Source: an optimization exercise on an open RTL-to-GDS flow (aim: small area). Production flows keep margins and buffers that such runs may drop.
RTL that was checked went through simulation tests only; none was proved equivalent to the original.
Function not checked in run 2: the RTL went through the layout flow alone.
No activity file was given, so power comes from the tool's default toggle rates.

**flow/flow/run.sh**
```bash
#!/bin/bash
# Layout flow: the standard synthesis with an area-oriented ABC script
# (flow/synth.tcl, flow/area.abc), then the standard flow's own layout (standard.sh)
# from the synthesised netlist to finish, with buf_1 cells as the port
# buffers and a clock tree of clkbuf_8 cells. Each tool's output goes to a log
# file in the work folder.
set -euo pipefail
W=$(pwd)
export MY_ABC_SCRIPT="$W/flow/area.abc"
# every port still gets its own buffer, a buf_1 (the output load is 0.01 pF)
export BUFFER_PORTS_ARGS="-buffer_cell sky130_fd_sc_hd__buf_1"
# clock tree of clkbuf_8 cells, without dummy loads
export CTS_ARGS="-sink_clustering_enable -repair_clock_nets -buf_list sky130_fd_sc_hd__clkbuf_8 -root_buf sky130_fd_sc_hd__clkbuf_8 -dont_use_dummy_load -sink_clustering_size 30 -sink_clustering_max_diameter 300"
make -C "$FLOW_HOME" DESIGN_CONFIG="$W/config.mk" WORK_HOME="$W/orfs" CLKGATE_MAP_FILE= \
  SYNTH_SCRIPT="$W/flow/synth.tcl" synth > "$W/synth.log" 2>&1
bash "$W/standard.sh" > "$W/layout.log" 2>&1
```
**flow/flow/synth.tcl**
```tcl
# The standard synthesis script (synth_recipe.tcl), except that ABC maps
# the logic with flow/area.abc (an area-oriented script using amap) instead
# of ORFS's script. Every other ABC argument (liberty, dont_use cells,
# constraints) is kept, and the registers are mapped before ABC runs, so they
# are the standard synthesis's.
proc synth {args} { yosys synth -nofsm -noshare {*}$args }
proc abc {args} {
  set out {}
  set skip 0
  foreach a $args {
    if {$skip} { set skip 0; continue }
    if {$a eq "-script"} { set skip 1; continue }
    lappend out $a
  }
  yosys abc -script $::env(MY_ABC_SCRIPT) {*}$out
}
source $::env(SCRIPTS_DIR)/synth.tcl
# left out here: clear keep_hierarchy, flatten, clean up, hide names made inside functions, write 1_2_yosys.v
```
**flow/standard.sh**
```bash
#!/bin/bash
# synth_recipe.tcl (not shown) runs the flow's synth.tcl, then flattens the netlist and writes it again
# the make line also repeats each setting of config.mk as NAME=value (left out here)
make -C /OpenROAD-flow-scripts/flow DESIGN_CONFIG=/design/flow/config.mk WORK_HOME=/design/flow/orfs CLKGATE_MAP_FILE= SYNTH_SCRIPT=/design/flow/synth_recipe.tcl "${@:-finish}"
```
**flow/flow/area.abc**
```
strash; &get -n; &fraig -x; &put; scorr; dc2; dc2; dc2; strash; &get -n; &dch -f; &put; amap -F 20 -A 50 -C 1000; topo
```
**flow/config.mk**
```make
export PLATFORM = sky130hd
export DESIGN_NAME = game2048_core
export DESIGN_NICKNAME = game2048_core
export VERILOG_FILES = /design/flow/design.v
export SDC_FILE = /design/flow/constraint.sdc
export NUM_CORES = 4
export LEC_CHECK = 0
export ABC_AREA = 1
export CAP_MARGIN = 20
export CORE_MARGIN = 2
export CORE_UTILIZATION = 45
export SLEW_MARGIN = 20
```
**flow/constraint.sdc**
```tcl
create_clock -name core_clock -period 12.0 [get_ports {clk}]
set_input_delay 2.4000 -clock core_clock [delete_from_list [all_inputs] [get_ports {clk}]]
set_output_delay 2.4000 -clock core_clock [all_outputs]
set_load 0.01 [all_outputs]
```
**flow/design.v**
```verilog
module game2048_core(clk, reset, start, direction, board, endstatus, state);
	input clk, reset, start;
	input [3:0] direction;              
	output [63:0] board;                
	output [1:0] endstatus;             
	output [2:0] state;
	localparam INIT = 3'b101, INIT2 = 3'b001, WAIT = 3'b011, MOVE = 3'b010, END = 3'b000;
	reg [63:0] b;
	reg [2:0] st;
	reg [3:0] cnt;
	reg [1:0] dir;
	assign board = b;
	assign state = st;
	wire clr = reset | start;
	wire mv = (st == MOVE);
	function [3:0] tile(input [63:0] x, input integer r, input integer c);
		tile = x[63 - 16 * r - 4 * c -: 4];
	endfunction
	wire gl = ~mv | (dir == 2'd0);
	wire gr = mv & (dir == 2'd1);
	wire gd = mv & (dir == 2'd2);
	wire gu = mv & (dir == 2'd3);
	wire [15:0] lin [0:3];
	wire [15:0] lout [0:3];
	wire [2:0] leq [0:3];
	wire [3:0] lfull;
	genvar u, p, r, c;
	generate for (u = 0; u < 4; u = u + 1) begin : g_u
		for (p = 0; p < 4; p = p + 1) begin : g_p
			assign lin[u][15 - 4 * p -: 4] =
				({4{gl}} & tile(b, u, p)) | ({4{gr}} & tile(b, 3 - u, 3 - p)) |
				({4{gu}} & tile(b, p, u)) | ({4{gd}} & tile(b, 3 - p, 3 - u));
		end
		line u_line(.i(lin[u]), .hold(~mv), .o(lout[u]), .eq(leq[u]), .full(lfull[u]));
	end endgenerate
	wire sl = ~clr & gl, sr = ~clr & gr, sd = ~clr & gd, su = ~clr & gu;
	wire [3:0] nt [0:15];
	generate for (r = 0; r < 4; r = r + 1) begin : g_r
		for (c = 0; c < 4; c = c + 1) begin : g_c
			assign nt[4 * r + c] =
				({4{sl}} & lout[r][15 - 4 * c -: 4]) | ({4{sr}} & lout[3 - r][15 - 4 * (3 - c) -: 4]) |
				({4{su}} & lout[c][15 - 4 * r -: 4]) | ({4{sd}} & lout[3 - c][15 - 4 * (3 - r) -: 4]);
		end
	end endgenerate
	wire go = mv & ~clr;
	reg [15:0] e, dec, put;
	reg hit, seen;
	integer i;
	always @(*) begin
		for (i = 0; i < 16; i = i + 1) begin
			e[i] = ~|nt[i];
			dec[i] = (cnt == i);
		end
		hit = |(e & dec);
		seen = 1'b0;
		for (i = 0; i < 16; i = i + 1) begin
			put[i] = go & e[i] & (dec[i] | (~hit & ~seen));
			seen = seen | e[i];
		end
	end
	reg [15:0] op;
	always @(*) begin
		op = 16'd0;
		if (cnt == 4'd0) begin op[4] = 1'b1; op[6] = 1'b1; end
		else if (cnt > 4'd12) begin op[4] = 1'b1; op[14] = 1'b1; end
		else if (cnt > 4'd10) begin op[7] = 1'b1; op[13] = 1'b1; end
		else if (cnt > 4'd6) begin op[0] = 1'b1; op[15] = 1'b1; end
		else if (cnt > 4'd4) begin op[8] = 1'b1; op[11] = 1'b1; end
		else if (cnt > 4'd2) begin op[1] = 1'b1; op[3] = 1'b1; end
		else begin op[7] = 1'b1; op[9] = 1'b1; end
	end
	wire ini = (st == INIT2) & ~clr;
	wire [63:0] nb;
	genvar k;
	generate for (k = 0; k < 16; k = k + 1) begin : g_nb
		assign nb[63 - 4 * k -: 4] = {nt[k][3:1], nt[k][0] | put[k] | (ini & op[k])};
	end endgenerate
	reg win, pair;
	always @(*) begin
		win = 1'b0;
		pair = 1'b0;
		for (i = 0; i < 16; i = i + 1)
			win = win | (b[63 - 4 * i] & b[61 - 4 * i] & b[60 - 4 * i]);
		for (i = 0; i < 12; i = i + 1)
			pair = pair | (b[63 - 4 * i -: 4] == b[47 - 4 * i -: 4]);
		for (i = 0; i < 4; i = i + 1)
			pair = pair | (|leq[i]);
	end
	assign endstatus = mv ? 2'b00 : win ? 2'b01 : ((&lfull) & ~pair) ? 2'b10 : 2'b00;
	always @(posedge clk) begin
		cnt <= reset ? 4'd0 : cnt + 4'd1;
		dir[0] <= (direction == 4'b0010) | (direction == 4'b1000);
		dir[1] <= (direction == 4'b0100) | (direction == 4'b1000);
		b <= nb;
		if (clr)
			st <= INIT;
		else case (st)
			INIT: st <= INIT2;
			INIT2: st <= WAIT;
			WAIT: st <= (endstatus != 2'b00) ? END : (direction != 4'b0000) ? MOVE : WAIT;
			MOVE: st <= WAIT;
			END: st <= END;
			default: st <= INIT;
		endcase
	end
endmodule
module line(i, hold, o, eq, full);
	input [15:0] i;
	input hold;
	output [15:0] o;
	output [2:0] eq;
	output full;
	function [3:0] inc(input [3:0] x, input c);
		inc = {x[3] | (c & x[2] & x[1] & x[0]), x[2] ^ (c & x[1] & x[0]), x[1] ^ (c & x[0]), x[0] ^ c};
	endfunction
	wire [3:0] a0 = i[15:12], a1 = i[11:8], a2 = i[7:4], a3 = i[3:0];
	wire z0 = |a0, z1 = |a1, z2 = |a2, z3 = |a3;
	wire y1 = hold | z1, y2 = hold | z2;
	wire [3:0] s1 = y1 ? a1 : y2 ? a2 : a3;
	wire [3:0] s2 = y2 ? a2 : a3;
	wire E0 = a0 == s1, E1 = a1 == s2, E2 = a2 == a3;
	assign eq = {E0, E1, E2};
	assign full = z0 & z1 & z2 & z3;
	wire h0 = ~hold & z0 & E0;
	wire h1 = ~hold & z1 & ~h0 & E1;
	wire c2 = (h0 & ~z1) | h1;
	wire h2 = ~hold & z2 & ~c2 & E2;
	wire k0 = hold | z0;
	wire k1 = hold | (z1 & ~h0);
	wire k2 = hold | (z2 & ~c2);
	wire k3 = ~((h0 & ~z1 & ~z2) | (h1 & ~z2) | h2);
	wire [3:0] v0 = inc(a0, h0), v1 = inc(a1, h1), v2 = inc(a2, h2), v3 = a3;
	wire [1:0] p1 = k0, p2 = k0 + k1, p3 = k0 + k1 + k2;
	wire [3:0] o0 = v0 | ({4{~k0}} & v1) | ({4{~k0 & ~k1}} & v2) | ({4{~k0 & ~k1 & ~k2}} & v3);
	wire [3:0] o1 = ({4{k1 & p1 == 1}} & v1) | ({4{k2 & p2 == 1}} & v2) | ({4{k3 & p3 == 1}} & v3);
	wire [3:0] o2 = ({4{k2 & p2 == 2}} & v2) | ({4{k3 & p3 == 2}} & v3);
	wire [3:0] o3 = {4{k3 & p3 == 3}} & v3;
	assign o = {o0, o1, o2, o3};
endmodule
```
==> results.toml, run 1 <==
[die]
ioPinCount = 76
rows = 46
die_area_sq_um = 17500
fp.dieH_microns = 132
die_x_microns = 132
core_sq_um = 16000
start_util_pct = 46.3

[synth]
ys_async_sr_fraction_pct = 0
synth_seq_cells = 73
ys.flop_type = "dfxtp_1"
syn_area_per_cell_sq_um = 6.64
postSynthCellCount = 1115
synth.top_cell.area_share_pct = 19.7
synth_edf_count = 0
ys_top_cells_by_area = "dfxtp_1, a222oi_1, clkinv_1, o22ai_1, o21ai_0"
yosysTopAreaCell = "dfxtp_1"
yosysWarnings = 2
ys_types = 44
synthesis.area_sq_um = 7400
syn_nets = 1150
ys_seq_area_share_pct = 19.7

[clocking]
cts_sinks = 73
clk_pin_slew_ps = 80
cts_buffer_depth = 2
clock_latency_ps = 380
cts_made_buffers = 9
cts_root_buf = "clkbuf_8"
cts_tree = "built"
h-tree-depth = 3
post-cts-setup-buffers = 0

[sta]
post-route-period-util_pct = 93.7
max_freq_ghz = 0.0889
layout_min_cycle_time_ps = 11240
finalWorstSetupSlack_ps = 755
slew_headroom_pct = 31.0
slew_viol_final = 0
rsz0062_at_grt = "false"
tightest_slew_ps = 1030
finalHoldViolations = 0
setup_tns_ps = 0
setup_viol = 0
skew_ps = 20.7

[setup_path]
regToRegSetupSlack_ps = 760
r2r_start = "st[1]$_SDFF_PP0_"
slowest_stage = "o22ai_1"
startpoint_type = "flip-flop"
critPathMaxStageDelay_ps = 530
worstSetupPathType = "flip-flop to flip-flop"
cp_max_fo = 29
cp-startpoint = "st[1]$_SDFF_PP0_"
worst_setup_path_end_kind = "flip-flop"
r2r_end = "b[8]$_DFF_P_"
ff2ff_path_depth = 43
worstPathArrival_ps = 11510
critical_path_required_ps = 12270
cp_common_cell = "clkinv_1"
endpoint = "b[8]$_DFF_P_"

[power_and_ir_drop]
p_per_area_nw_per_um2 = 52.7
leakage_uw = 0.00252
irDropWorstVdd_uv = 81.8

[routing]
wl_per_cell_microns = 26.6
drtAntennaViolNets = 0
drtIter0Drc = 2320
drt_wl_total_microns = 38200
vias = 10476
first_pass_iters = 14
drc = 0
vias_per_cell = 7.30

[global_route]
antenna_found_initial = 0
grtUsageTotal_pct = 41.9
grt_max_degree = 30
grt_pass1_wl_microns = 55800
gr-total-overflow = 0
grt_pass1_vias = 9085

[final_layout]
diodes = 0
syn_to_final_growth_pct = 12.2
drive_gt1_share_pct = 3.61
fillers = 1721
layout_commonest_cell = "clkinv_1"
nNetsFinal = 1257
layout_common_cells = "clkinv_1, nor2_1, o21ai_0, o22ai_1, buf_1"

[place]
port_buffers = 75
routabilityCongestion = 1.10
dp_worst_setup_slack_ps = 739
dp_hpwl_microns = 30500

[outcome]
status = "complete, no violations"

[worst_hold_path]
min_path_type = "flip-flop to flip-flop"

[run]
maxCapViolations = 0
## report_power, final
part | total [uW] | leakage [uW] | switching, uW | internal, uW
combinational | 32.0 | 0.00187 | 23.0 | 8.97
clock | 159 | 0.0000647 | 91.6 | 67.0
sequential | 247 | 0.000589 | 3.36 | 244
total | 438 | 0.00252 | 118 | 320
## per-layer routing
metal	part of all wire, %	GRT usage [%]	wire [microns]	vias up
li1	-	-	-	4609
met1	39	55.6	14800	4780
met2	41	61.2	15600	899
met3	14	12.2	5400	188
met4	6.4	22.1	2460	0
met5	0	0	0	-
## stage by stage
stage / total power, uW / instances / hold WS, ps / area, sq um / utilization, %
2_1_floorplan: 272 / 1115 / 455 / 7400 / -
3_3_place_gp: 284 / 1426 / 499 / 8110 / 50.7
3_5_place_dp: 283 / 1427 / 517 / 8120 / 50.8
4_1_cts: 436 / 1436 / 535 / 8240 / 51.5
5_1_grt: 449 / 1436 / 568 / 8310 / 51.9
6_report: 438 / 1436 / 535 / 8310 / 51.9
## flip-flops by register name, summed over array words and instances, names as in the netlist
| register | count |
|---|---|
| cnt | 4 |
| b | 64 |
| dir | 2 |
| st | 3 |
## cells by family (layout without fill, tap and decap cells)
group                      Yosys count  in the layout  share of synthesized area (%)
AOI/OAI and AO/OA                  479            479                           43.4
and+or+nand+nor                    344            344                           22.0
buffers and inverters              190            295                           9.63
DFF                                 73             73                           19.7
adders and majority gates           28             28                           5.14
xor gates and xnor gates             1              1                          0.118
## worst max-delay path, delay by kind of cell (launching register included)
| family | cells | cell delay (ps) |
|---|---|---|
| xor+xnor | 1 | 170 |
| compound gates | 12 | 3390 |
| flops | 1 | 400 |
| buf+inv | 10 | 1940 |
| simple gates | 19 | 4700 |
| fa+ha+maj | 1 | 500 |
## worst min-delay path by stage
stage,from,endpoint,slack [ps],cells after the start
2_1_floorplan,cnt[0]$_SDFF_PP0_,cnt[0]$_SDFF_PP0_,460,1
3_3_place_gp,cnt[0]$_SDFF_PP0_,cnt[0]$_SDFF_PP0_,500,1
3_5_place_dp,cnt[0]$_SDFF_PP0_,cnt[0]$_SDFF_PP0_,520,1
4_1_cts,cnt[2]$_SDFF_PP0_,cnt[2]$_SDFF_PP0_,530,1
5_1_grt,cnt[0]$_SDFF_PP0_,cnt[0]$_SDFF_PP0_,570,1
6_report,cnt[0]$_SDFF_PP0_,cnt[0]$_SDFF_PP0_,530,1
## timing repair
item	CTS	global route
hold endpoints to repair	0	0
hold buffers	0	0
resized for setup	0	17
setup endpoints to repair	0	5
## area by class of cell
class	count	area, sq um	area share [%]
flip-flops and latches	73	1460	17.6
inverters	190	717	8.63
clock buffers	9	124	1.49
repair buffers	96	443	5.33
multi-input cells	852	5290	63.7
well taps	216	270	3.25
## synth_stat cells, types with 2 or more instances
library cell,n
a2111oi_0,4
a211oi_1,5
a21o_1,4
a21oi_1,61
a221o_1,4
a221oi_1,8
a222oi_1,74
a22oi_1,17
a311o_1,2
a31o_1,4
a31oi_1,19
a32oi_1,3
and3_1,2
clkinv_1,190
dfxtp_1,73
fa_1,4
ha_1,24
nand2_1,63
nand2b_1,2
nand3_1,18
nand4_1,12
nor2_1,128
nor2b_1,5
nor3_1,29
nor3b_1,2
nor4_1,53
o211ai_1,2
o21a_1,3
o21ai_0,129
o21bai_1,3
o221ai_1,6
o22a_1,3
o22ai_1,112
o311ai_0,8
o31ai_1,4
or2_0,14
or3_1,10
or4_1,5
==> inputs of run 2 (changes only) <==
--- a/flow/design.v
+++ b/flow/design.v
@@ -43,8 +43,9 @@
 		end
 	end endgenerate
 	wire go = mv & ~clr;
-	reg [15:0] e, dec, put;
-	reg hit, seen;
+	reg [15:0] e, dec, put, seen;
+	reg [3:0] rany, rseen;
+	reg hit;
 	integer i;
 	always @(*) begin
 		for (i = 0; i < 16; i = i + 1) begin
@@ -52,11 +53,12 @@
 			dec[i] = (cnt == i);
 		end
 		hit = |(e & dec);
-		seen = 1'b0;
-		for (i = 0; i < 16; i = i + 1) begin
-			put[i] = go & e[i] & (dec[i] | (~hit & ~seen));
-			seen = seen | e[i];
-		end
+		for (i = 0; i < 4; i = i + 1) rany[i] = |e[4 * i +: 4];
+		rseen = {|rany[2:0], |rany[1:0], rany[0], 1'b0};
+		for (i = 0; i < 16; i = i + 1)
+			seen[i] = rseen[i / 4] | ((i % 4 > 0) & e[i - i % 4]) | ((i % 4 > 1) & e[i - i % 4 + 1]) | ((i % 4 > 2) & e[i - i % 4 + 2]);
+		for (i = 0; i < 16; i = i + 1)
+			put[i] = go & e[i] & (dec[i] | (~hit & ~seen[i]));
 	end
 	reg [15:0] op;
 	always @(*) begin
--- a/flow/flow/run.sh
+++ b/flow/flow/run.sh
@@ -10,7 +10,7 @@
 # every port still gets its own buffer, a buf_1 (the output load is 0.01 pF)
 export BUFFER_PORTS_ARGS="-buffer_cell sky130_fd_sc_hd__buf_1"
 # clock tree of clkbuf_8 cells, without dummy loads
-export CTS_ARGS="-sink_clustering_enable -repair_clock_nets -buf_list sky130_fd_sc_hd__clkbuf_8 -root_buf sky130_fd_sc_hd__clkbuf_8 -dont_use_dummy_load -sink_clustering_size 30 -sink_clustering_max_diameter 300"
+export CTS_ARGS="-sink_clustering_enable -repair_clock_nets -buf_list sky130_fd_sc_hd__clkbuf_8 -root_buf sky130_fd_sc_hd__clkbuf_8 -dont_use_dummy_load"
 make -C "$FLOW_HOME" DESIGN_CONFIG="$W/config.mk" WORK_HOME="$W/orfs" CLKGATE_MAP_FILE= \
   SYNTH_SCRIPT="$W/flow/synth.tcl" synth > "$W/synth.log" 2>&1
 bash "$W/standard.sh" > "$W/layout.log" 2>&1
==> run 2 against run 1 <==
Effect of this change:
- largest power group unchanged
- non-clock buffer count is 2 higher
- first-iteration DRC count is 2.4% lower
- fmax is 0.26% lower
- design area is 2.8% higher
- highest routed layer unchanged
- critical path depth is 2 higher
- still clean on timing, DRC and antenna
==> results.toml, run 2 <==
[outcome]
status = "complete, no violations"

[die]
die_x_microns = 133
core_sq_um = 16400
die_area_sq_um = 17600
start_util_pct = 45.5
rows = 47
fp.dieH_microns = 133
ioPinCount = 76

[final_layout]
nNetsFinal = 1266
fillers = 1692
top_register = "b"
drive_gt1_share_pct = 5.37
multi_input_area_sq_um = 5430
top_regs = "b (64), cnt (4), st (3)"
syn_to_final_growth_pct = 14.5
largest_reg_flops = 64
layout_common_cells = "clkinv_1, o21ai_0, nor2_1, o22ai_1, a222oi_1"
diodes = 0
ff_latch_area_sq_um = 1460
layout_commonest_cell = "clkinv_1"
design_area_sq_um = 8540

[routing]
vias_per_cell = 7.21
vias = 10453
drc = 0
first_pass_iters = 13
drtAntennaViolNets = 0
drtIter0Drc = 2264
wl_per_cell_microns = 27.2
drt_wl_total_microns = 39400

[sta]
tightest_slew_ps = 1190
setup_viol = 0
slew_viol_final = 0
post-route-period-util_pct = 94.0
layout_min_cycle_time_ps = 11270
skew_ps = 42.6
slew_headroom_pct = 20.4
max_freq_ghz = 0.0887
finalHoldViolations = 0

[power_and_ir_drop]
p_int_uw = 322
p_seq_share_pct = 57.3
p_per_area_nw_per_um2 = 50.6
irDropWorstVdd_uv = 52.3
power_switching_uw = 111
leakage_uw = 0.00259
power_uw = 433
switching_share_pct = 25.7
power_frac_comb_pct = 8.0
clock_power_share_pct = 34.8

[setup_path]
worstSetupPathType = "flip-flop to flip-flop"
startpoint_type = "flip-flop"
slowest_stage = "nor4_1"
critPathMaxStageDelay_ps = 1000
regToRegSetupSlack_ps = 730
critical_path_required_ps = 12250
cp_max_fo = 17
r2r_start = "st[2]$_SDFF_PP1_"
worst_setup_path_end_kind = "flip-flop"
cp_common_cell = "clkinv_1"
r2r_end = "b[0]$_DFF_P_"
worstPathArrival_ps = 11520
ff2ff_path_depth = 45

[synth]
synthesis.area_sq_um = 7460
ys_top_cells_by_area = "dfxtp_1, clkinv_1, a222oi_1, o22ai_1, o21ai_0"
ys_seq_area_share_pct = 19.6
ys_async_sr_fraction_pct = 0
ys.flop_type = "dfxtp_1"
yosysMostFrequentCell = "clkinv_1"
synth_seq_cells = 73
ys_types = 48
syn_area_per_cell_sq_um = 6.65
synth_edf_count = 0
yosysTopAreaCell = "dfxtp_1"
postSynthCellCount = 1122
synth.top_cell.area_share_pct = 19.6
syn_nets = 1157
yosysWarnings = 2
yosys-top-cells-count = "clkinv_1, nor2_1, o21ai_0"

[clocking]
cts_sinks = 73
cts_buffer_depth = 2
cts_root_buf = "clkbuf_8"
clock_latency_ps = 380
h-tree-depth = 3
cts_made_buffers = 9
cts_tree = "built"
clk_pin_slew_ps = 70

[place]
placed_cell_area_sq_um = 8180
dp_hpwl_microns = 31500
port_buffers = 75
routabilityCongestion = 1.10

[worst_hold_path]
min-delay-start = "cnt[2]$_SDFF_PP0_"
min_path_type = "flip-flop to flip-flop"
holdPathEnd = "cnt[2]$_SDFF_PP0_"
hold_depth = 1

[global_route]
grt_pass1_vias = 9121
grt_pass1_wl_microns = 57100
antenna_found_initial = 1
grtUsageTotal_pct = 42.9
gr-total-overflow = 0
grt_max_degree = 33

[run]
maxCapViolations = 0
[run 2: how the worst max path moves through the flow]
| stage | start | endpoint | slack, ps | cells after the start |
|---|---|---|---|---|
| finish | st[2]$_SDFF_PP1_ | b[0]$_DFF_P_ | 730 | 45 |
| global route | st[2]$_SDFF_PP1_ | b[0]$_DFF_P_ | -8 | 46 |
| CTS | st[2]$_SDFF_PP1_ | b[0]$_DFF_P_ | 480 | 45 |
| detailed placement | st[2]$_SDFF_PP1_ | b[0]$_DFF_P_ | 540 | 50 |
| global placement | st[2]$_SDFF_PP1_ | b[0]$_DFF_P_ | 560 | 45 |
| floorplan | st[1]$_SDFF_PP0_ | b[0]$_DFF_P_ | 820 | 46 |
[run 2: timing repair]
action                                  in CTS  in global routing
endpoints found under the setup margin       0                  5
gates resized for setup                      0                 41
hold buffers                                 0                  0
setup buffers                                0                  3
[run 2: area by class of cell]
cell class / count / share of cell area [%]
multi-input combinational: 839 / 63.5
sequential: 73 / 17.1
inverter: 210 / 9.27
timing repair buffer: 98 / 5.46
tap: 220 / 3.22
clock buffer: 9 / 1.45
[run 2: metal layers]
metal	routed length (microns)	GRT usage, %
met5	0	0
met1	15000	57.3
met2	16200	63.0
met4	2490	22.6
met3	5710	11.3
[run 2: power by group through the flow]
stage / clock network (uW) / registers (uW) / logic [uW]
6_report: 150 / 248 / 34.4
5_1_grt: 158 / 248 / 37.4
4_1_cts: 151 / 247 / 32.5
3_5_place_dp: 0 / 253 / 32.3
3_3_place_gp: 0 / 253 / 33.0
2_1_floorplan: 0 / 252 / 21.1
[run 2: logic make-up after synthesis]
| group | Yosys count | share of synthesized area, % |
|---|---|---|
| compound gates | 475 | 43.4 |
| simple gates | 336 | 21.4 |
| buf+inv | 210 | 10.6 |
| flops | 73 | 19.6 |
| fa+ha+maj | 28 | 5.10 |
[run 2: metrics by stage]
stage | TNS (ps) | setup slack [ps] | hold WS, ps | util (%) | std cells
floorplan | 0 | 824 | 480 | - | 1122
global placement | 0 | 565 | 526 | 49.8 | 1437
detailed placement | 0 | 540 | 533 | 49.8 | 1437
CTS | 0 | 477 | 546 | 50.6 | 1446
global route | -8.13 | -8.13 | 577 | 52.1 | 1449
finish | 0 | 726 | 545 | 52.1 | 1449
[run 2: worst max-delay path: cells and delay by family, from the launching register on]
kind | cells | cell delay (ps)
AND/OR/NAND/NOR | 20 | 5200
AO/OA/AOI/OAI | 12 | 2740
buffers and inverters | 12 | 2420
adder cells (fa/ha/maj) | 1 | 490
flip-flops | 1 | 310
==> inputs of run 3 (changes only) <==
--- a/flow/design.v
+++ b/flow/design.v
@@ -43,9 +43,8 @@
 		end
 	end endgenerate
 	wire go = mv & ~clr;
-	reg [15:0] e, dec, put, seen;
-	reg [3:0] rany, rseen;
-	reg hit;
+	reg [15:0] e, dec, put;
+	reg hit, seen;
 	integer i;
 	always @(*) begin
 		for (i = 0; i < 16; i = i + 1) begin
@@ -53,12 +52,11 @@
 			dec[i] = (cnt == i);
 		end
 		hit = |(e & dec);
-		for (i = 0; i < 4; i = i + 1) rany[i] = |e[4 * i +: 4];
-		rseen = {|rany[2:0], |rany[1:0], rany[0], 1'b0};
-		for (i = 0; i < 16; i = i + 1)
-			seen[i] = rseen[i / 4] | ((i % 4 > 0) & e[i - i % 4]) | ((i % 4 > 1) & e[i - i % 4 + 1]) | ((i % 4 > 2) & e[i - i % 4 + 2]);
-		for (i = 0; i < 16; i = i + 1)
-			put[i] = go & e[i] & (dec[i] | (~hit & ~seen[i]));
+		seen = 1'b0;
+		for (i = 0; i < 16; i = i + 1) begin
+			put[i] = go & e[i] & (dec[i] | (~hit & ~seen));
+			seen = seen | e[i];
+		end
 	end
 	reg [15:0] op;
 	always @(*) begin
==> flow/flow/run.sh (replaced) <==
#!/bin/bash
# Layout flow: the standard synthesis with an area-oriented ABC script
# (flow/synth.tcl, flow/area.abc), then the standard flow's own layout (standard.sh)
# from the synthesised netlist to finish, with buf_1 cells as the port
# buffers and a small clock tree (clkbuf_4 cells under a clkbuf_8 root). Each tool's output goes to a log
# file in the work folder.
set -euo pipefail
W=$(pwd)
export MY_ABC_SCRIPT="$W/flow/area.abc"
# every port still gets its own buffer, a buf_1 (the output load is 0.01 pF)
export BUFFER_PORTS_ARGS="-buffer_cell sky130_fd_sc_hd__buf_1"
# clock tree of clkbuf_4 cells under a clkbuf_8 root, without dummy loads
export CTS_ARGS="-sink_clustering_enable -repair_clock_nets -buf_list sky130_fd_sc_hd__clkbuf_4 -root_buf sky130_fd_sc_hd__clkbuf_8 -dont_use_dummy_load"
make -C "$FLOW_HOME" DESIGN_CONFIG="$W/config.mk" WORK_HOME="$W/orfs" CLKGATE_MAP_FILE= \
  SYNTH_SCRIPT="$W/flow/synth.tcl" synth > "$W/synth.log" 2>&1
bash "$W/standard.sh" > "$W/layout.log" 2>&1
--- a/flow/config.mk
+++ b/flow/config.mk
@@ -8,5 +8,5 @@
 export ABC_AREA = 1
 export CAP_MARGIN = 20
 export CORE_MARGIN = 2
-export CORE_UTILIZATION = 45
+export CORE_UTILIZATION = 38
 export SLEW_MARGIN = 20
==> run 3 against run 2 <==
Effect of this change:
- wire length is 1.2% higher
- via count is 0.39% lower
- design area is 0.69% lower
- clock skew is 15 ps lower
- fmax is 1.0% higher
- register-to-register slack better by 110 ps
- flip-flop and latch count stayed put
- synthesized area is 0.84% lower
- clock power is 4% higher
- sequential share of layout area is 0.12 points higher
- hold slack worse by 35 ps
- clock-buffer cell count stayed put
==> results.toml, run 3 <==
[die]
fp.dieH_microns = 144
ioPinCount = 76
die_x_microns = 144
start_util_pct = 38.4
core_sq_um = 19300
die_area_sq_um = 20600
rows = 51

[place]
routabilityCongestion = 1.10
dp_hpwl_microns = 32200
place_inst = 1480
port_buffers = 75

[synth]
synth_top_family_by_area = "compound AO/OA/AOI/OAI gates"
ys_seq_area_share_pct = 19.7
yosysTopAreaCell = "dfxtp_1"
yosysWarnings = 2
synth_fa_ha_area_share_pct = 5.14
yosysMostFrequentCell = "clkinv_1"
syn_nets = 1150
syn_area_per_cell_sq_um = 6.64
ys_async_sr_fraction_pct = 0
ys_types = 44
synth_simple_gate_area_share_pct = 22.0
synthesis.area_sq_um = 7400
postSynthCellCount = 1115
synth_seq_cells = 73
ys_top_cells_by_area = "dfxtp_1, a222oi_1, clkinv_1, o22ai_1, o21ai_0"
synth.top_cell.area_share_pct = 19.7
ys.flop_type = "dfxtp_1"
synth_edf_count = 0
synth-compound-area-share_pct = 43.4
yosys-top-cells-count = "clkinv_1, o21ai_0, nor2_1"
synth_xor_area_share_pct = 0.118
synth.area.mux_share_pct = 0

[setup_path]
slowest_stage = "nor4_4"
critical_path_required_ps = 12250
critPathTopFamily = "simple AND/OR/NAND/NOR gates"
critPathMaxStageDelay_ps = 490
cp_num_buf_inv = 8
startpoint_type = "flip-flop"
worstPathArrival_ps = 11410
worstSetupPathType = "flip-flop to flip-flop"
worst_setup_path_end_kind = "flip-flop"
cp_max_fo = 23

[global_route]
grt_pass1_wl_microns = 57500
grtUsageTotal_pct = 37.6
grt_max_degree = 29
gr-total-overflow = 0
grt_pass1_vias = 9140
antenna_found_initial = 1

[clocking]
cts_root_buf = "clkbuf_8"
cts_buffer_depth = 2
h-tree-depth = 3
clk_pin_slew_ps = 70
cts_tree = "built"
cts_sinks = 73
clock_latency_ps = 370
cts_hold_buf = 0
cts_made_buffers = 9

[sta]
slew_viol_final = 0
max_freq_ghz = 0.0896
tightest_slew_ps = 1150
setup_viol = 0
layout_min_cycle_time_ps = 11160
post-route-period-util_pct = 93.0
slew_headroom_pct = 23.4
rsz0062_at_grt = "false"
setup_tns_ps = 0
skew_ps = 27.4
fin_hold_ws_ps = 509
finalHoldViolations = 0

[routing]
drtIter0Drc = 2662
drt_wl_total_microns = 39900
vias = 10412
vias_per_cell = 6.97
drc = 0
wl_per_cell_microns = 26.7
drtAntennaViolNets = 0
first_pass_iters = 13

[power_and_ir_drop]
p_per_area_nw_per_um2 = 51.5
power_frac_comb_pct = 7.7
p_seq_share_pct = 56.7
power_uw = 437
leakage_uw = 0.00258
switching_share_pct = 26.5
clock_power_share_pct = 35.6
p_int_uw = 321
power_switching_uw = 116
irDropWorstVdd_uv = 50.1

[final_layout]
drive_gt1_share_pct = 4.65
nNetsFinal = 1264
layout.cells.non_filler = 1493
largest_reg_flops = 64
layout_commonest_cell = "clkinv_1"
layout_common_cells = "clkinv_1, nor2_1, o21ai_0, o22ai_1, buf_1"
top_register = "b"
syn_to_final_growth_pct = 14.6
top_regs = "b (64), cnt (4), st (3)"

[outcome]
status = "complete, no violations"

[worst_hold_path]
min_path_type = "flip-flop to flip-flop"

[run]
maxCapViolations = 0
run 3: cell count changes in the layout (fill, tap and decap cells not counted), sizes merged, moves of 3 or more:
cell / before / now
clkinv: 209 / 189
or4: 10 / 5
or3: 7 / 10
o21ai: 123 / 129
nor2: 123 / 128
nor4: 45 / 53
a21oi: 48 / 61
a311oi: 3 / 0
a32o: 3 / 0
buf: 98 / 103
a221o: 1 / 4
o22ai: 118 / 112
a221oi: 11 / 8
run 3: area by class of cell:
cell class / instances / area [sq um]
Fill cell: 2065 / 10800
Inverter: 190 / 717
Multi-Input combinational cell: 852 / 5350
Sequential cell: 73 / 1460
Timing Repair Buffer: 103 / 495
Tap cell: 265 / 332
Clock buffer: 9 / 124
Antenna cell: 1 / 2.50
run 3: worst reg2reg max path, delay by kind of cell (launching register included):
kind | cells | cell delay, ps
buffers and inverters | 8 | 1450
adders and majority gates | 1 | 490
AOI/OAI and AO/OA | 13 | 3220
and+or+nand+nor | 22 | 5590
DFF | 1 | 320
run 3: kinds of logic after synthesis:
kind of cell	after synthesis
adder cells (fa/ha/maj)	28
AND/OR/NAND/NOR	344
flip-flops	73
XOR/XNOR	1
buffers and inverters	190
AO/OA/AOI/OAI	479
run 3: metal layers:
metal	share of wire [%]	global-route usage, %
met1	39	50.9
met2	42	56.2
met3	14	8.76
met4	5.5	18.1
met5	0	0
run 3: through the flow:
| step | utilization (%) | instance area, sq um | setup slack [ps] |
|---|---|---|---|
| 2_1_floorplan | - | 7400 | 778 |
| 3_3_place_gp | 42.6 | 8200 | 565 |
| 3_5_place_dp | 42.6 | 8210 | 581 |
| 4_1_cts | 43.3 | 8340 | 484 |
| 5_1_grt | 44.0 | 8480 | 73.3 |
| 6_report | 44.0 | 8490 | 838 |
run 3: path summary, 6_finish.rpt:
kind / from / to / slack (ps) / cells past startpoint
setup reg to reg: st[2]$_SDFF_PP1_ / b[0]$_DFF_P_ / 840 / 44
setup / recovery: st[2]$_SDFF_PP1_ / b[0]$_DFF_P_ / 840 / 44
hold reg to reg: cnt[0]$_SDFF_PP0_ / cnt[0]$_SDFF_PP0_ / 510 / 1
hold / removal: cnt[0]$_SDFF_PP0_ / cnt[0]$_SDFF_PP0_ / 510 / 1
run 3: power groups by stage:
stage,clock [uW],sequential [uW],combinational (uW)
after floorplan,0,252,19.8
after detailed placement,0,253,31.5
after CTS,155,247,31.7
after global placement,0,253,31.8
final,156,248,33.6
after global routing,163,248,36.2
run 3: what timing repair did:
action	CTS	global route
setup endpoints to repair	0	7
gates resized for setup	0	27
buffers inserted	0	3
hold endpoints to repair	0	0
==> inputs of run 4 (changes only) <==
--- a/flow/design.v
+++ b/flow/design.v
@@ -88,7 +88,7 @@
 	end
 	assign endstatus = mv ? 2'b00 : win ? 2'b01 : ((&lfull) & ~pair) ? 2'b10 : 2'b00;
 	always @(posedge clk) begin
-		cnt <= reset ? 4'd0 : cnt + 4'd1;
+		cnt <= reset ? 4'd0 : {cnt[3] ^ (&cnt[2:0]), cnt[2] ^ (&cnt[1:0]), cnt[1] ^ cnt[0], ~cnt[0]};
 		dir[0] <= (direction == 4'b0010) | (direction == 4'b1000);
 		dir[1] <= (direction == 4'b0100) | (direction == 4'b1000);
 		b <= nb;
@@ -130,10 +130,11 @@
 	wire k2 = hold | (z2 & ~c2);
 	wire k3 = ~((h0 & ~z1 & ~z2) | (h1 & ~z2) | h2);
 	wire [3:0] v0 = inc(a0, h0), v1 = inc(a1, h1), v2 = inc(a2, h2), v3 = a3;
-	wire [1:0] p1 = k0, p2 = k0 + k1, p3 = k0 + k1 + k2;
+	wire b2o = k0 ^ k1, b2t = k0 & k1;
+	wire b3o = (b2o & ~k2) | (~k0 & ~k1 & k2), b3t = (b2t & ~k2) | (b2o & k2), b3h = b2t & k2;
 	wire [3:0] o0 = v0 | ({4{~k0}} & v1) | ({4{~k0 & ~k1}} & v2) | ({4{~k0 & ~k1 & ~k2}} & v3);
-	wire [3:0] o1 = ({4{k1 & p1 == 1}} & v1) | ({4{k2 & p2 == 1}} & v2) | ({4{k3 & p3 == 1}} & v3);
-	wire [3:0] o2 = ({4{k2 & p2 == 2}} & v2) | ({4{k3 & p3 == 2}} & v3);
-	wire [3:0] o3 = {4{k3 & p3 == 3}} & v3;
+	wire [3:0] o1 = ({4{k1 & k0}} & v1) | ({4{k2 & b2o}} & v2) | ({4{k3 & b3o}} & v3);
+	wire [3:0] o2 = ({4{k2 & b2t}} & v2) | ({4{k3 & b3t}} & v3);
+	wire [3:0] o3 = {4{k3 & b3h}} & v3;
 	assign o = {o0, o1, o2, o3};
 endmodule
==> flow/flow/run.sh (replaced) <==
#!/bin/bash
# Layout flow: the standard synthesis with an area-oriented ABC script
# (flow/synth.tcl, flow/area.abc), then the standard flow's own layout (standard.sh)
# from the synthesised netlist to finish, with buf_1 cells as the port
# buffers and a clock tree of clkbuf_8 cells. Each tool's output goes to a log
# file in the work folder.
set -euo pipefail
W=$(pwd)
export MY_ABC_SCRIPT="$W/flow/area.abc"
# every port still gets its own buffer, a buf_1 (the output load is 0.01 pF)
export BUFFER_PORTS_ARGS="-buffer_cell sky130_fd_sc_hd__buf_1"
# clock tree of clkbuf_8 cells, without dummy loads
export CTS_ARGS="-sink_clustering_enable -repair_clock_nets -buf_list sky130_fd_sc_hd__clkbuf_8 -root_buf sky130_fd_sc_hd__clkbuf_8 -dont_use_dummy_load"
# ADDER_MAP_FILE is left empty so that ABC maps the adders' logic too
make -C "$FLOW_HOME" DESIGN_CONFIG="$W/config.mk" WORK_HOME="$W/orfs" CLKGATE_MAP_FILE= \
  ADDER_MAP_FILE= SYNTH_SCRIPT="$W/flow/synth.tcl" synth > "$W/synth.log" 2>&1
bash "$W/standard.sh" > "$W/layout.log" 2>&1
==> flow/flow/area.abc (replaced) <==
strash; &get -n; &fraig -x; &put; scorr; dc2; dc2; dc2; strash; &get -n; &dch -f; &put; amap -F 20 -A 50 -C 1000; topo; strash; dch -f; amap -F 20 -A 50 -C 1000 -Q 0.05; topo
--- a/flow/config.mk
+++ b/flow/config.mk
@@ -8,5 +8,5 @@
 export ABC_AREA = 1
 export CAP_MARGIN = 20
 export CORE_MARGIN = 2
-export CORE_UTILIZATION = 38
+export CORE_UTILIZATION = 40
 export SLEW_MARGIN = 20
==> run 4 against run 3 <==
Effect of this change:
- still clean
- fmax up 2.0%
- clock skew up 4.8 ps
- core utilization up 2.5 points
- sequential share of layout area is 0.80 points higher
- die area shrank 8.0%
- first-iteration DRC count shrank 30%
- setup slack better by 220 ps
- flip-flop and latch count is the same
- combinational power is 8.0% lower
- register-to-register slack gained 220 ps
- critical path depth fell by 3
- critical path type unchanged
- critical endpoint unchanged
- largest power group unchanged
- highest routed layer unchanged
==> results.toml, run 4 <==
[setup_path]
startpoint_type = "flip-flop"
worst_setup_path_end_kind = "flip-flop"
slowest_stage = "a2111oi_1"
regToRegSetupSlack_ps = 1060
critical_path_required_ps = 12260
ff2ff_path_depth = 41
worstPathArrival_ps = 11200
cp_max_fo = 16
r2r_end = "b[0]$_DFF_P_"
r2r_start = "st[2]$_SDFF_PP1_"
worstSetupPathType = "flip-flop to flip-flop"
critPathMaxStageDelay_ps = 720

[final_layout]
diodes = 0
design_area_sq_um = 8110
top_register = "b"
drive_gt1_share_pct = 4.06
final_core_util_pct = 46.6
top_regs = "b (64), cnt (4), st (3)"
fillers = 1854
largest_reg_flops = 64
syn_to_final_growth_pct = 13.4
layout_commonest_cell = "clkinv_1"
nNetsFinal = 1166
layout_common_cells = "clkinv_1, o22ai_1, o21ai_0, nor2_1, buf_1"

[clocking]
cts_sinks = 73
cts_hold_buf = 0
h-tree-depth = 3
cts_buffer_depth = 2
cts_tree = "built"
clk_pin_slew_ps = 90
clock_latency_ps = 380
cts_made_buffers = 9
cts_root_buf = "clkbuf_8"

[sta]
rsz0062_at_grt = "false"
skew_ps = 32.1
finalHoldViolations = 0
layout_min_cycle_time_ps = 10940
slew_viol_final = 0
tightest_slew_ps = 1130
fin_hold_ws_ps = 450
post-route-period-util_pct = 91.2
setup_tns_ps = 0
slew_headroom_pct = 23.7
max_freq_ghz = 0.0914
setup_viol = 0

[global_route]
grt_pass1_vias = 9070
gr-total-overflow = 0
antenna_found_initial = 1
grt_pass1_wl_microns = 57200
grtUsageTotal_pct = 41.3
grt_max_degree = 34

[die]
die_x_microns = 138
core_sq_um = 17400
rows = 48
fp.dieH_microns = 138
ioPinCount = 76
die_area_sq_um = 19000
start_util_pct = 41.1

[synth]
postSynthCellCount = 1047
yosysWarnings = 2
ys_top_cells_by_area = "dfxtp_1, o22ai_1, clkinv_1, a222oi_1, o21ai_0"
synthesis.area_sq_um = 7150
synth.top_cell.area_share_pct = 20.4
synth_edf_count = 0
ys_async_sr_fraction_pct = 0
syn_area_per_cell_sq_um = 6.83
yosysMostFrequentCell = "clkinv_1"
yosysTopAreaCell = "dfxtp_1"
ys_seq_area_share_pct = 20.4
yosys-top-cells-count = "clkinv_1, o22ai_1, o21ai_0"
ys.flop_type = "dfxtp_1"
synth_seq_cells = 73
ys_types = 46
syn_nets = 1054

[place]
routabilityCongestion = 1.10
placed_cell_area_sq_um = 7920
dp_hpwl_microns = 31900
port_buffers = 75

[worst_hold_path]
hold_depth = 1
min_path_type = "flip-flop to flip-flop"
holdPathEnd = "cnt[0]$_SDFF_PP0_"
min-delay-start = "cnt[0]$_SDFF_PP0_"

[routing]
vias_per_cell = 7.31
first_pass_iters = 12
vias = 10109
drt_wl_total_microns = 39600
drtIter0Drc = 1871
drc = 0
wl_per_cell_microns = 28.6
drtAntennaViolNets = 0

[power_and_ir_drop]
leakage_uw = 0.00232
p_per_area_nw_per_um2 = 53.3
irDropWorstVdd_uv = 60.5
power_uw = 432

[outcome]
status = "complete, no violations"

[run]
maxCapViolations = 0
[run 4: changes by cell type in the layout (fill, tap and decap cells not counted), moves of 12 or more]
cell       delta
a21oi_1      -49
a2bb2oi_1    +20
ha_1         -24
nand4_1      +14
nor2_1       -45
o21ai_0      -15
o22a_1       +16
o2bb2ai_1    +12
[run 4: metal layers]
| layer | wire, microns | GRT usage, % | vias to the layer above | part of all wire [%] |
|---|---|---|---|---|
| met3 | 5530 | 10.3 | 159 | 14 |
| li1 | - | - | 4473 | - |
| met1 | 15200 | 54.8 | 4673 | 38 |
| met2 | 16300 | 61.1 | 804 | 41 |
| met5 | 0 | 0 | - | 0 |
| met4 | 2510 | 22.9 | 0 | 6.4 |
[run 4: worst max path at each step]
stage,startpoint,endpoint,cells after the start
finish,st[2]$_SDFF_PP1_,b[0]$_DFF_P_,41
global route,st[2]$_SDFF_PP1_,b[0]$_DFF_P_,46
CTS,st[2]$_SDFF_PP1_,b[0]$_DFF_P_,42
detailed placement,st[2]$_SDFF_PP1_,b[0]$_DFF_P_,42
global placement,st[2]$_SDFF_PP1_,b[0]$_DFF_P_,43
floorplan,st[1]$_SDFF_PP0_,b[0]$_DFF_P_,45
[run 4: final cells by class]
type	instances	area (sq um)	share of cell area (%)
tap	225	282	3.47
multi-input combinational	792	5080	62.7
clock buffer	9	124	1.53
timing repair buffer	101	477	5.88
sequential	73	1460	18.0
inverter	182	683	8.42
[run 4: through the flow]
stage	std cells	worst slack (ps)
finish	1382	1060
global route	1382	62.0
CTS	1381	558
detailed placement	1372	630
global placement	1372	255
floorplan	1047	1060
[run 4: report_power, final]
| part | total, uW | internal [uW] | leakage, uW | switching, uW |
|---|---|---|---|---|
| Clock | 155 | 66.9 | 0.0000647 | 87.6 |
| Combinational | 30.9 | 8.50 | 0.00167 | 22.4 |
| Sequential | 247 | 244 | 0.000589 | 2.64 |
[run 4: repair_timing]
action / 4_1_cts / 5_1_grt
buffers inserted: 0 / 0
hold endpoints to repair: 0 / 0
gates resized for setup: 0 / 10
setup endpoints to repair: 0 / 6
[run 4: cell families (layout without fill, tap and decap cells)]
family	Yosys count	in the layout	share of synthesized area, %
AND/OR/NAND/NOR	301	301	20.7
flip-flops	73	73	20.4
buffers and inverters	182	292	9.55
XOR/XNOR	20	20	2.45
AO/OA/AOI/OAI	471	471	46.8
[run 4: critical path, delay by kind of cell (launching register included)]
kind / cells / cell delay [ps]
buffers and inverters: 6 / 1400
and+or+nand+nor: 22 / 5360
DFF: 1 / 320
AOI/OAI and AO/OA: 13 / 3750
==> inputs of run 5 (changes only) <==
==> flow/flow/area.abc (replaced) <==
strash; &get -n; &fraig -x; &put; scorr; dc2; dc2; dc2; strash; &get -n; &dch -f; &put; amap -F 20 -A 50 -C 1000; topo; strash; dch -f; amap -F 20 -A 50 -C 1000; topo
==> run 5 against run 4 <==
Effect of this change:
- power fell by 0.93%
- via count grew 3.8%
- design area is 0.25% lower
- clock skew decreased by 13 ps
- register-to-register slack got worse by 330 ps
- hold slack worse by 1.5 ps
- wire length rose by 1.3%
- clock power is 3% lower
- flip-flop and latch count did not move
- critical endpoint unchanged
- largest cell class unchanged
- largest power group unchanged
==> results.toml, run 5 <==
[outcome]
status = "complete, no violations"

[sta]
max_freq_ghz = 0.0887
rsz0062_at_grt = "false"
finalHoldViolations = 0
slew_viol_final = 0
skew_ps = 19.4
setup_tns_ps = 0
post-route-period-util_pct = 93.9
tightest_slew_ps = 1170
setup_viol = 0
layout_min_cycle_time_ps = 11270
slew_headroom_pct = 21.9

[synth]
synth_seq_cells = 73
ys_top_cells_by_area = "dfxtp_1, o22ai_1, a222oi_1, o21ai_0, clkinv_1"
syn_area_per_cell_sq_um = 6.36
synth_edf_count = 0
yosysWarnings = 2
synth.top_cell.area_share_pct = 20.5
yosys-top-cells-count = "clkinv_1, o21ai_0, nor2_1"
ys_seq_area_share_pct = 20.5
ys.flop_type = "dfxtp_1"
ys_types = 41
synthesis.area_sq_um = 7130
postSynthCellCount = 1122
yosysTopAreaCell = "dfxtp_1"
ys_async_sr_fraction_pct = 0
syn_nets = 1129
yosysMostFrequentCell = "clkinv_1"

[clocking]
cts_tree = "built"
cts_buffer_depth = 2
cts_sinks = 73
clk_pin_slew_ps = 70
clock_latency_ps = 350
cts_root_buf = "clkbuf_8"
cts_made_buffers = 9
cts_hold_buf = 0
h-tree-depth = 3

[setup_path]
r2r_start = "st[2]$_SDFF_PP1_"
cp_common_cell = "clkinv_1"
cp_max_fo = 16
r2r_end = "b[0]$_DFF_P_"
worstSetupPathType = "flip-flop to flip-flop"
startpoint_type = "flip-flop"
ff2ff_path_depth = 42
regToRegSetupSlack_ps = 730
critical_path_required_ps = 12240
critPathMaxStageDelay_ps = 810
worst_setup_path_end_kind = "flip-flop"
worstPathArrival_ps = 11520
slowest_stage = "nor3_2"

[global_route]
antenna_found_initial = 0
grtUsageTotal_pct = 41.7
grt_pass1_wl_microns = 57800
grt_max_degree = 36
grt_pass1_vias = 9119
gr-total-overflow = 0

[routing]
drc = 0
wl_per_cell_microns = 27.4
drtAntennaViolNets = 0
drtIter0Drc = 2219
vias_per_cell = 7.17
vias = 10491
first_pass_iters = 14
drt_wl_total_microns = 40100

[place]
dp_hpwl_microns = 32200
routabilityCongestion = 1.11
place_inst = 1454
port_buffers = 75

[final_layout]
layout_commonest_cell = "clkinv_1"
nNetsFinal = 1247
top_register = "b"
drive_gt1_share_pct = 3.80
top_regs = "b (64), cnt (4), st (3)"
largest_reg_flops = 64
diodes = 0
syn_to_final_growth_pct = 13.4
layout.cells.non_filler = 1463
layout_common_cells = "clkinv_1, o21ai_0, nor2_1, o22ai_1, nand2_1"

[run]
maxCapViolations = 0

[die]
die_area_sq_um = 18900
core_sq_um = 17400
die_x_microns = 138
ioPinCount = 76
rows = 48
fp.dieH_microns = 138
start_util_pct = 41.1

[worst_hold_path]
hold_depth = 1
min_path_type = "flip-flop to flip-flop"
min-delay-start = "cnt[0]$_SDFF_PP0_"
holdPathEnd = "cnt[0]$_SDFF_PP0_"

[power_and_ir_drop]
p_per_area_nw_per_um2 = 52.9
leakage_uw = 0.00242
power_uw = 428
irDropWorstVdd_uv = 54.5
[run 5: cell types whose count changed in the layout (fill, tap and decap cells not counted), sizes merged, moves of 9 or more]
cell	delta
xor2	-9
a21oi	+34
o221ai	-11
o21ai	+32
o2bb2ai	-12
a2bb2oi	-20
o22ai	+10
nand2	+35
nor2	+48
o22a	-15
xnor2	-9
[run 5: layout make-up]
class                      count  area [sq um]
clock buffer                   9           124
fill                        1886          9270
inverter                     185           694
multi-input combinational    864          5010
sequential                    73          1460
tap                          225           282
timing repair buffer         107           522
[run 5: per-layer routing]
layer / routed length [microns] / share of wire, % / global-route usage, %
met5: 0 / 0 / 0
met4: 2460 / 6.1 / 20.9
met3: 5530 / 14 / 11.4
met2: 16600 / 41 / 61.4
met1: 15500 / 39 / 55.6
[run 5: what timing repair did]
item                       in CTS  in global routing
gates resized for setup         0                  2
setup endpoints to repair       0                  3
setup buffers                   0                  0
[run 5: cell families after synthesis]
kind of cell    after synthesis  share of synthesized area, %
simple gates                385                          25.2
xor+xnor                      2                         0.246
buf+inv                     185                          9.74
flops                        73                          20.5
compound gates              477                          44.3
[run 5: per-stage QoR]
stage          setup slack [ps]  cell area, sq um  utilization [%]  hold WS (ps)
2_1_floorplan              1110              7130                -           414
3_3_place_gp                999              7940             45.8           432
3_5_place_dp               1010              7950             45.8           438
4_1_cts                     934              8070             46.5           454
5_1_grt                    1.06              8090             46.6           472
6_report                    728              8090             46.6           449
[run 5: power by group]
part / switching (uW) / internal (uW)
sequential: 3.45 / 244
combinational: 22.2 / 8.53
clock: 82.9 / 67.0
total: 109 / 320
[run 5: worst max-delay path: cells and delay by family, from the launching register on]
kind	cells	cell delay (ps)
compound gates	12	3160
buf+inv	7	1530
flops	1	340
simple gates	23	6130
[run 5: worst max-delay path by stage]
stage	from	to	cells past startpoint
2_1_floorplan	st[1]$_SDFF_PP0_	b[0]$_DFF_P_	45
3_3_place_gp	st[2]$_SDFF_PP1_	b[0]$_DFF_P_	42
3_5_place_dp	st[2]$_SDFF_PP1_	b[0]$_DFF_P_	47
4_1_cts	st[2]$_SDFF_PP1_	b[0]$_DFF_P_	47
5_1_grt	st[2]$_SDFF_PP1_	b[0]$_DFF_P_	48
6_report	st[2]$_SDFF_PP1_	b[0]$_DFF_P_	42

## separate check: timing with driven ports
The flow's constraints put no driver on any port. The routed layouts listed below were extracted and timed again, unchanged, in two steps.
Step 1 assumes that a clkbuf_16 drives the clock port and a buf_2 every other input.
Step 2 times the ports against the registers' clock, not the clock port: input delays grow and output delays shrink by t, the midpoint of the rising clock arrivals with the driver on.
Three values: ideal ports, drivers, drivers and shift; two values: the first two.
run | shift t [ns] | slack for setup (ns) | hold slack, ns | slew at the worst register clock pin (ns) | worst data-port slew with drivers (ns)
run 1 | 0.410 | 0.755 / 0.755 / 0.755 | 0.535 / 0.535 / 0.535 | 0.08 / 0.08 | 0.03
run 2 | 0.392 | 0.726 / 0.726 / 0.726 | 0.545 / 0.545 / 0.545 | 0.10 / 0.10 | 0.03
run 3 | 0.392 | 0.838 / 0.838 / 0.838 | 0.509 / 0.509 / 0.509 | 0.09 / 0.09 | 0.04
run 4 | 0.395 | 1.061 / 1.061 / 1.061 | 0.450 / 0.450 / 0.450 | 0.09 / 0.09 | 0.03
run 5 | 0.382 | 0.728 / 0.728 / 0.728 | 0.449 / 0.449 / 0.449 | 0.08 / 0.08 | 0.04
After both steps setup and hold are still met in every run listed.
